This design comes from an exercise in tuning for small area, a short achievable clock period and few clock cycles per item on the open sky130 flow, not from production work.
The RTL was checked by simulation tests, not by an equivalence proof against the original design.
No driver is modelled on the clock port, so clock power and skew are understated where the tree is cut down; a real chip needs a root buffer or a tree.
No activity file was given, so power comes from the tool's default toggle rates.

==> flow/design.v (excerpt) <==
module fib_good #(
    parameter int INPUT_WIDTH = 6,
    parameter int OUTPUT_WIDTH = 32
) (
    input  logic                    clk,
    input  logic                    rst,
    input  logic                    go,
    input  logic [ INPUT_WIDTH-1:0] n,
    output logic [OUTPUT_WIDTH-1:0] result,
    output logic                    overflow,
    output logic                    done
);
export LEC_CHECK = 0
export ABC_AREA = 1
export CAP_MARGIN = 20
export CORE_MARGIN = 2
export CORE_UTILIZATION = 30
export SETUP_SLACK_MARGIN = 3.25
export SLEW_MARGIN = 20
create_clock -name core_clock -period 5.0 [get_ports {clk}]
standard.sh (not shown) runs the stock make flow with config.mk's settings and CLKGATE_MAP_FILE= SYNTH_SCRIPT=/design/flow/synth_recipe.tcl, a recipe that flattens the netlist after the stock synthesis.
==> flow/flow/run.sh <==
#!/bin/bash
# Own layout flow:
#  1. the standard synthesis (standard.sh synth), unchanged;
#  2. its combinational logic re-mapped by ABC (flow/remap.tcl, flow/remap.abc),
#     every flip-flop kept as synthesized, with its name and cell;
#  3. the standard floorplan and placement, with the delay cells
#     (dlymetal*, dlygate*, clkdlybuf*) added to the don't-use list;
#  4. a clock tree of one level, two clock buffers each driving half the flip-flops (flow/cts1.tcl)
#     in place of the standard clock tree synthesis, then timing repair;
#  5. the standard global and detailed routing and finishing.
# Each tool's output goes to a log file of its own in this folder.
set -euo pipefail
W=$PWD
R=$W/orfs/results/$FLOW_PLATFORM/fib_good/base
P=$FLOW_HOME/platforms/$FLOW_PLATFORM
LIB=$P/lib/sky130_fd_sc_hd__tt_025C_1v80.lib
DU="$(cat $W/flow/dont_use.txt)"

bash standard.sh synth > $W/1_standard_synth.log 2>&1
cp $R/1_2_yosys.v $W/standard_synth.v
IN=$W/standard_synth.v OUT=$R/1_2_yosys.v LIB=$LIB TOP=$FLOW_TOP \
  ABCSCRIPT=$W/flow/remap.abc yosys -c $W/flow/remap.tcl > $W/2_remap.log 2>&1
rm -f $R/1_synth.odb $R/1_synth.sdc

bash standard.sh "DONT_USE_CELLS=$DU" place > $W/3_place.log 2>&1

RESULTS_DIR=$R PLATFORM_DIR=$P LIB_FILE=$LIB DONT_USE="$DU" \
  CLKBUF=sky130_fd_sc_hd__clkbuf_16 NBUF=2 SETUP_SLACK_MARGIN=3.25 \
  openroad -no_init -exit $W/flow/cts1.tcl > $W/4_cts.log 2>&1

bash standard.sh "DONT_USE_CELLS=$DU" finish > $W/5_route_finish.log 2>&1
==> flow/flow/cts1.tcl <==
# Clock tree of one level: the clock port drives NBUF clock buffers, each
# placed at the centre of its cluster of flip-flops and driving their clock
# pins; the clusters come from a k-means split of the flip-flop positions.
# env: RESULTS_DIR, PLATFORM_DIR, LIB_FILE, DONT_USE, CLKBUF, NBUF, SETUP_SLACK_MARGIN
read_db $::env(RESULTS_DIR)/3_place.odb
read_liberty $::env(LIB_FILE)
read_sdc $::env(RESULTS_DIR)/3_place.sdc
source $::env(PLATFORM_DIR)/setRC.tcl
set_dont_use $::env(DONT_USE)

set block [ord::get_db_block]
set clk [$block findNet clk]
set master [[ord::get_db] findMaster $::env(CLKBUF)]
set k $::env(NBUF)

# clock pins and their positions
set pins {}
foreach it [$clk getITerms] {
  set bb [[$it getInst] getBBox]
  lappend pins [list $it [expr {([$bb xMin] + [$bb xMax]) / 2.0}] [expr {([$bb yMin] + [$bb yMax]) / 2.0}]]
}
set pins [lsort -real -index 1 $pins]
set n [llength $pins]
# initial centres: spread along x
set cx {}; set cy {}
for {set j 0} {$j < $k} {incr j} {
  set p [lindex $pins [expr {int(($j + 0.5) * $n / $k)}]]
  lappend cx [lindex $p 1]; lappend cy [lindex $p 2]
}
for {set iter 0} {$iter < 20} {incr iter} {
  set assign {}
  foreach p $pins {
    set best 0; set bd 1e30
    for {set j 0} {$j < $k} {incr j} {
      set d [expr {abs([lindex $p 1] - [lindex $cx $j]) + abs([lindex $p 2] - [lindex $cy $j])}]
      if {$d < $bd} { set bd $d; set best $j }
    }
    lappend assign $best
  }
  set sx [lrepeat $k 0.0]; set sy [lrepeat $k 0.0]; set sc [lrepeat $k 0]
  foreach p $pins a $assign {
    lset sx $a [expr {[lindex $sx $a] + [lindex $p 1]}]
    lset sy $a [expr {[lindex $sy $a] + [lindex $p 2]}]
    lset sc $a [expr {[lindex $sc $a] + 1}]
  }
  for {set j 0} {$j < $k} {incr j} {
    if {[lindex $sc $j] > 0} {
      lset cx $j [expr {[lindex $sx $j] / [lindex $sc $j]}]
      lset cy $j [expr {[lindex $sy $j] / [lindex $sc $j]}]
    }
  }
}
for {set j 0} {$j < $k} {incr j} {
  set buf [odb::dbInst_create $block $master clkbuf_root_$j]
  set net [odb::dbNet_create $block clknet_root_$j]
  $net setSigType CLOCK
  [$buf findITerm A] connect $clk
  [$buf findITerm X] connect $net
  $buf setLocation [expr {int([lindex $cx $j])}] [expr {int([lindex $cy $j])}]
  $buf setPlacementStatus PLACED
  lappend nets $net
}
foreach p $pins a $assign {
  set it [lindex $p 0]
  $it disconnect
  $it connect [lindex $nets $a]
}
puts "clock buffers: $k, pins per buffer: $sc"
detailed_placement
set_propagated_clock [all_clocks]
estimate_parasitics -placement
report_clock_latency
report_worst_slack -max
if {[info exists ::env(SETUP_SLACK_MARGIN)]} {
  repair_timing -setup_margin $::env(SETUP_SLACK_MARGIN) -repair_tns 100 -verbose
  detailed_placement
  estimate_parasitics -placement
}
report_worst_slack -max
report_worst_slack -min
report_checks -group_path_count 5 -format end
report_design_area
check_placement
write_db $::env(RESULTS_DIR)/4_1_cts.odb
write_sdc -no_timestamp $::env(RESULTS_DIR)/4_cts.sdc
==> flow/flow/remap.abc <==
strash
dch
map -a
strash
dch
map -a
strash
dch
map -B 0.9 -D 950
topo
stime -c
buffer -c
upsize -c -D 950
dnsize -c -D 950
stime -c
Other scripts of this flow, unchanged in this note and not shown: flow/flow/dont_use.txt, flow/flow/remap.tcl
The starting point completed without violations.
Testbench counts at the start, summed over its fixed seeds: cycles 4,800, items 2,400.
Next try:
--- a/flow/flow/run.sh
+++ b/flow/flow/run.sh
@@ -8 +8 @@
-#  4. a clock tree of one level, two clock buffers each driving half the flip-flops (flow/cts1.tcl)
+#  4. a clock tree of one level, three clock buffers each driving a third of the flip-flops (flow/cts1.tcl)
@@ -28 +28 @@
-  CLKBUF=sky130_fd_sc_hd__clkbuf_16 NBUF=2 SETUP_SLACK_MARGIN=3.25 \
+  CLKBUF=sky130_fd_sc_hd__clkbuf_16 NBUF=3 SETUP_SLACK_MARGIN=3.25 \
==> flow/flow/remap.abc (replaced) <==
strash
dch
map -a
strash
dch
map -a
strash
dch
map -B 0.9 -D 900
topo
stime -c
buffer -c
upsize -c -D 900
dnsize -c -D 900
stime -c
SETUP_SLACK_MARGIN = 3.2   (was 3.25)
After rerunning: Fmax increases by about 1.1%; worst setup slack improves by 20 ps; power increases by about 3.6%; via count increases by about 0.7%; clock skew barely changes; register-to-register slack improves by 20 ps; clock power increases by 19%; final area is about the same; synthesized area increases by about 0.9%.
Next try:
--- a/flow/flow/run.sh
+++ b/flow/flow/run.sh
@@ -8 +8 @@
-#  4. a clock tree of one level, three clock buffers each driving a third of the flip-flops (flow/cts1.tcl)
+#  4. a clock tree of one level, two clock buffers each driving half the flip-flops (flow/cts1.tcl)
@@ -28 +28 @@
-  CLKBUF=sky130_fd_sc_hd__clkbuf_16 NBUF=3 SETUP_SLACK_MARGIN=3.25 \
+  CLKBUF=sky130_fd_sc_hd__clkbuf_16 NBUF=2 SETUP_SLACK_MARGIN=3.20 \
Effect:
- The changed run went through all stages and came out clean
- wire length went down slightly
- area after synthesis is unchanged
- clock power is lower by about a fifth
- total power decreases by a few percent
- global-route usage falls by 0.37 points
- design area is lower by a few percent
- die area does not change
- hold slack is about the same
- first-iteration DRC count is lower by a few percent
Next try:
--- a/flow/flow/run.sh
+++ b/flow/flow/run.sh
@@ -28 +28 @@
-  CLKBUF=sky130_fd_sc_hd__clkbuf_16 NBUF=2 SETUP_SLACK_MARGIN=3.20 \
+  CLKBUF=sky130_fd_sc_hd__clkbuf_16 NBUF=2 SETUP_SLACK_MARGIN=3.25 \
SETUP_SLACK_MARGIN = 3.1   (was 3.2)
- utilization shrinks by 0.26 points
- sequential power is about the same
- routed wire length shrinks by 1.4%
- hold slack hardly moves
Next try:
SETUP_SLACK_MARGIN = 3.28   (was 3.1)
Effect:
- The new run finished clean
- final area went up by 2.5%
- first-iteration DRC count went up by 46%
- core utilization went up by 0.89 points
In every run of this note, the design's own scripts or RTL, not TritonCTS, make the clock network.

The RTL this note starts from:
==> flow/design.v <==
module fib_good #(
    parameter int INPUT_WIDTH = 6,
    parameter int OUTPUT_WIDTH = 32
) (
    input  logic                    clk,
    input  logic                    rst,
    input  logic                    go,
    input  logic [ INPUT_WIDTH-1:0] n,
    output logic [OUTPUT_WIDTH-1:0] result,
    output logic                    overflow,
    output logic                    done
);
  localparam logic [63:0] COL0 = 64'hdb6db6db6db6db6c;
  localparam logic [63:0] COL1 = 64'h0c30c30c30c30c30;
  localparam logic [63:0] COL2 = 64'h0b40b40b40b40b40;
  localparam logic [63:0] COL3 = 64'hd180aed180aed180;
  localparam logic [63:0] COL4 = 64'hba00a8616d1eba00;
  localparam logic [63:0] COL5 = 64'h176d1deceba5cc00;
  localparam logic [63:0] COL6 = 64'ha2eba65d3173d000;
  localparam logic [63:0] COL7 = 64'haf31733d41426000;
  localparam logic [63:0] COL8 = 64'hc42cf42637828000;
  localparam logic [63:0] COL9 = 64'hb3464345996f0000;
  localparam logic [63:0] COL10 = 64'h1985ef5e17840000;
  localparam logic [63:0] COL11 = 64'hccde5f5379680000;
  localparam logic [63:0] COL12 = 64'hbd0852e2fa300000;
  localparam logic [63:0] COL13 = 64'hcbbde28297400000;
  localparam logic [63:0] COL14 = 64'h0a1082b479800000;
  localparam logic [63:0] COL15 = 64'hd1a0b475fa000000;
  localparam logic [63:0] COL16 = 64'hba1bc32e4c000000;
  localparam logic [63:0] COL17 = 64'h7accb42850000000;
  localparam logic [63:0] COL18 = 64'h4c66759de0000000;
  localparam logic [63:0] COL19 = 64'h8b332e1080000000;
  localparam logic [63:0] COL20 = 64'hd1999ecd00000000;
  localparam logic [63:0] COL21 = 64'h0cccc86600000000;
  localparam logic [63:0] COL22 = 64'h0bd0bde800000000;
  localparam logic [63:0] COL23 = 64'h67d67d3000000000;
  localparam logic [63:0] COL24 = 64'h5fd5fd4000000000;
  localparam logic [63:0] COL25 = 64'h890e4b8000000000;
  localparam logic [63:0] COL26 = 64'h67be8a0000000000;
  localparam logic [63:0] COL27 = 64'he97ebc0000000000;
  localparam logic [63:0] COL28 = 64'h8793100000000000;
  localparam logic [63:0] COL29 = 64'h6979a00000000000;
  localparam logic [63:0] COL30 = 64'h314cc00000000000;
  localparam logic [63:0] COL31 = 64'h9a3d000000000000;
  localparam logic [63:0] COL32 = 64'hfffe000000000000;
  logic busy_r, done_r;
  logic [5:0] n_r;
  logic start;
  logic [32:0] rom;
  logic [32:0] res_r;
  assign start = go & ~busy_r;
  always_ff @(posedge clk or posedge rst) begin
    if (rst) begin
      busy_r <= 1'b0;
      done_r <= 1'b0;
    end else begin
      busy_r <= start;
      done_r <= busy_r | (done_r & ~go);
    end
  end
  always_ff @(posedge clk) begin
    if (start) n_r <= n;
  end
  always_ff @(posedge clk) begin
    res_r <= rom;
  end
  assign rom[0] = COL0[n_r];
  assign rom[1] = COL1[n_r];
  assign rom[2] = COL2[n_r];
  assign rom[3] = COL3[n_r];
  assign rom[4] = COL4[n_r];
  assign rom[5] = COL5[n_r];
  assign rom[6] = COL6[n_r];
  assign rom[7] = COL7[n_r];
  assign rom[8] = COL8[n_r];
  assign rom[9] = COL9[n_r];
  assign rom[10] = COL10[n_r];
  assign rom[11] = COL11[n_r];
  assign rom[12] = COL12[n_r];
  assign rom[13] = COL13[n_r];
  assign rom[14] = COL14[n_r];
  assign rom[15] = COL15[n_r];
  assign rom[16] = COL16[n_r];
  assign rom[17] = COL17[n_r];
  assign rom[18] = COL18[n_r];
  assign rom[19] = COL19[n_r];
  assign rom[20] = COL20[n_r];
  assign rom[21] = COL21[n_r];
  assign rom[22] = COL22[n_r];
  assign rom[23] = COL23[n_r];
  assign rom[24] = COL24[n_r];
  assign rom[25] = COL25[n_r];
  assign rom[26] = COL26[n_r];
  assign rom[27] = COL27[n_r];
  assign rom[28] = COL28[n_r];
  assign rom[29] = COL29[n_r];
  assign rom[30] = COL30[n_r];
  assign rom[31] = COL31[n_r];
  assign rom[32] = COL32[n_r];
  assign done = done_r;
  assign {overflow, result} = res_r;
endmodule
export LEC_CHECK = 0
export ABC_AREA = 1
export CAP_MARGIN = 20
export CORE_MARGIN = 2
export CORE_UTILIZATION = 30
export SETUP_SLACK_MARGIN = 3.2
export SLEW_MARGIN = 20
create_clock -name core_clock -period 5.0 [get_ports {clk}]
==> flow/flow/run.sh <==
#!/bin/bash
# Own layout flow:
#  1. the standard synthesis (standard.sh synth), unchanged;
#  2. its combinational logic re-mapped by ABC (flow/remap.tcl, flow/remap.abc),
#     every flip-flop kept as synthesized, with its name and cell;
#  3. the standard floorplan and placement, with the delay cells
#     (dlymetal*, dlygate*, clkdlybuf*) added to the don't-use list;
#  4. a clock tree of one level, two clock buffers each driving half the flip-flops (flow/cts1.tcl)
#     in place of the standard clock tree synthesis, then timing repair;
#  5. the standard global and detailed routing and finishing.
# Each tool's output goes to a log file of its own in this folder.
set -euo pipefail
W=$PWD
R=$W/orfs/results/$FLOW_PLATFORM/fib_good/base
P=$FLOW_HOME/platforms/$FLOW_PLATFORM
LIB=$P/lib/sky130_fd_sc_hd__tt_025C_1v80.lib
DU="$(cat $W/flow/dont_use.txt)"

bash standard.sh synth > $W/1_standard_synth.log 2>&1
cp $R/1_2_yosys.v $W/standard_synth.v
IN=$W/standard_synth.v OUT=$R/1_2_yosys.v LIB=$LIB TOP=$FLOW_TOP \
  ABCSCRIPT=$W/flow/remap.abc yosys -c $W/flow/remap.tcl > $W/2_remap.log 2>&1
rm -f $R/1_synth.odb $R/1_synth.sdc

bash standard.sh "DONT_USE_CELLS=$DU" place > $W/3_place.log 2>&1

RESULTS_DIR=$R PLATFORM_DIR=$P LIB_FILE=$LIB DONT_USE="$DU" \
  CLKBUF=sky130_fd_sc_hd__clkbuf_16 NBUF=2 SETUP_SLACK_MARGIN=3.25 \
  openroad -no_init -exit $W/flow/cts1.tcl > $W/4_cts.log 2>&1

bash standard.sh "DONT_USE_CELLS=$DU" finish > $W/5_route_finish.log 2>&1
==> flow/flow/remap.abc <==
strash
dch
map -a
strash
dch
map -a
strash
dch
map -B 0.9 -D 1050
topo
stime -c
buffer -c
upsize -c -D 1050
dnsize -c -D 1050
stime -c
Scripts as last shown in full above: flow/flow/cts1.tcl
Other scripts of this flow, unchanged in this note and not shown: flow/flow/dont_use.txt, flow/flow/remap.tcl
Testbench counts at the start, summed over its fixed seeds: cycles 4,800, items 2,400.
Then changed:
==> flow/flow/remap.abc (replaced) <==
strash
dch
map -a
strash
dch
map -a
strash
dch
map -B 0.9 -D 900
topo
stime -c
buffer -c
upsize -c -D 900
dnsize -c -D 900
stime -c
Sequential cell count is unchanged.
Global-route usage is higher by 0.38 points.
Core utilization drops by 0.68 points.
Design area decreases slightly.
Via count shrinks slightly.
Critical path depth is higher by 1.
Register-to-register slack improves by 100 ps.
Synthesized cell count is unchanged.
Then changed:
--- a/flow/flow/run.sh
+++ b/flow/flow/run.sh
@@ -26,5 +26,5 @@
 
 RESULTS_DIR=$R PLATFORM_DIR=$P LIB_FILE=$LIB DONT_USE="$DU" \
-  CLKBUF=sky130_fd_sc_hd__clkbuf_16 NBUF=2 SETUP_SLACK_MARGIN=3.25 \
+  CLKBUF=sky130_fd_sc_hd__clkbuf_16 NBUF=2 SETUP_SLACK_MARGIN=3.35 \
   openroad -no_init -exit $W/flow/cts1.tcl > $W/4_cts.log 2>&1
 
- CORE_UTILIZATION: 30 -> 50
Power stays flat.
Synthesized cell count does not change.
Register-to-register slack gets worse by 50 ps.
Cell area went down slightly.
Worst setup slack gets worse by 54 ps.
Maximum frequency went down by a few percent.
Cell count went down by a little under a tenth.
Global-route usage went up by 13 points.
Routed wire length went down by a few percent.
Then changed:
- CORE_UTILIZATION: 50 -> 30
Sequential share of layout area is about the same. Critical path depth is unchanged. Setup slack is better by 32 ps. Combinational power shrinks by about 2%. Global-route usage shrinks by 13 points. Routed wire length grows by 3.9%.
Then changed:
--- a/flow/flow/run.sh
+++ b/flow/flow/run.sh
@@ -26,5 +26,5 @@
 
 RESULTS_DIR=$R PLATFORM_DIR=$P LIB_FILE=$LIB DONT_USE="$DU" \
-  CLKBUF=sky130_fd_sc_hd__clkbuf_16 NBUF=2 SETUP_SLACK_MARGIN=3.35 \
+  CLKBUF=sky130_fd_sc_hd__clkbuf_16 NBUF=2 SETUP_SLACK_MARGIN=3.25 \
   openroad -no_init -exit $W/flow/cts1.tcl > $W/4_cts.log 2>&1
 
- CORE_UTILIZATION: 30 -> 40
- SETUP_SLACK_MARGIN: 3.2 -> 3.25
Result:
- The new run finished clean
- total power came out lower by 1.5%
- worst setup slack gains 4.8 ps
- die area goes down by 24%
No run of this note takes its clock network from TritonCTS; it comes from the design's own scripts or RTL.

[afterwards: timing with drivers on the ports]
No port has a modelled driver above. Below, the same layouts with a new extraction and two added sets of constraints.
Step 1 assumes that a clkbuf_16 drives the clock port and a buf_2 every other input.
Step 2 also shifts input and output timing later by t, the mid clock arrival at the registers, as if the neighbouring blocks saw the same clock.
Three values: ideal ports, drivers, drivers and shift; two values: the first two.
| run | t, ns | setup slack, ns | worst setup path after step 2 | worst register clock-pin slew, ns | worst slew at a driven data input, ns |
|---|---|---|---|---|---|
| the first run of note 1 | 0.204 | 3.247 / 3.247 / 3.247 | register to register | 0.09 / 0.09 | 0.03 |
| the second run of note 1 | 0.197 | 3.267 / 3.267 / 3.267 | register to register | 0.07 / 0.07 | 0.03 |
| the third run of note 1 | 0.200 | 3.273 / 3.262 / 3.264 | input to register | 0.09 / 0.09 | 0.03 |
| the fourth run of note 1 | 0.201 | 3.181 / 3.181 / 3.112 | input to register | 0.09 / 0.09 | 0.03 |
| the fifth run of note 1 | 0.197 | 3.267 / 3.267 / 3.267 | register to register | 0.08 / 0.08 | 0.03 |
| the first run of note 2 | 0.198 | 3.192 / 3.192 / 3.192 | register to register | 0.08 / 0.08 | 0.03 |
| the second run of note 2 | 0.199 | 3.296 / 3.263 / 3.264 | input to register | 0.09 / 0.09 | 0.03 |
| the third run of note 2 | 0.196 | 3.242 / 3.242 / 3.242 | register to register | 0.08 / 0.08 | 0.03 |
| the fourth run of note 2 | 0.199 | 3.274 / 3.274 / 3.264 | input to register | 0.09 / 0.09 | 0.03 |
| the fifth run of note 2 | 0.196 | 3.279 / 3.279 / 3.271 | input to register | 0.08 / 0.08 | 0.03 |
After both steps every run listed still meets setup and hold. The setup slack of the fourth run of note 1, which loses most, moves by 0.000 ns with the drivers and by -0.069 ns with both steps.
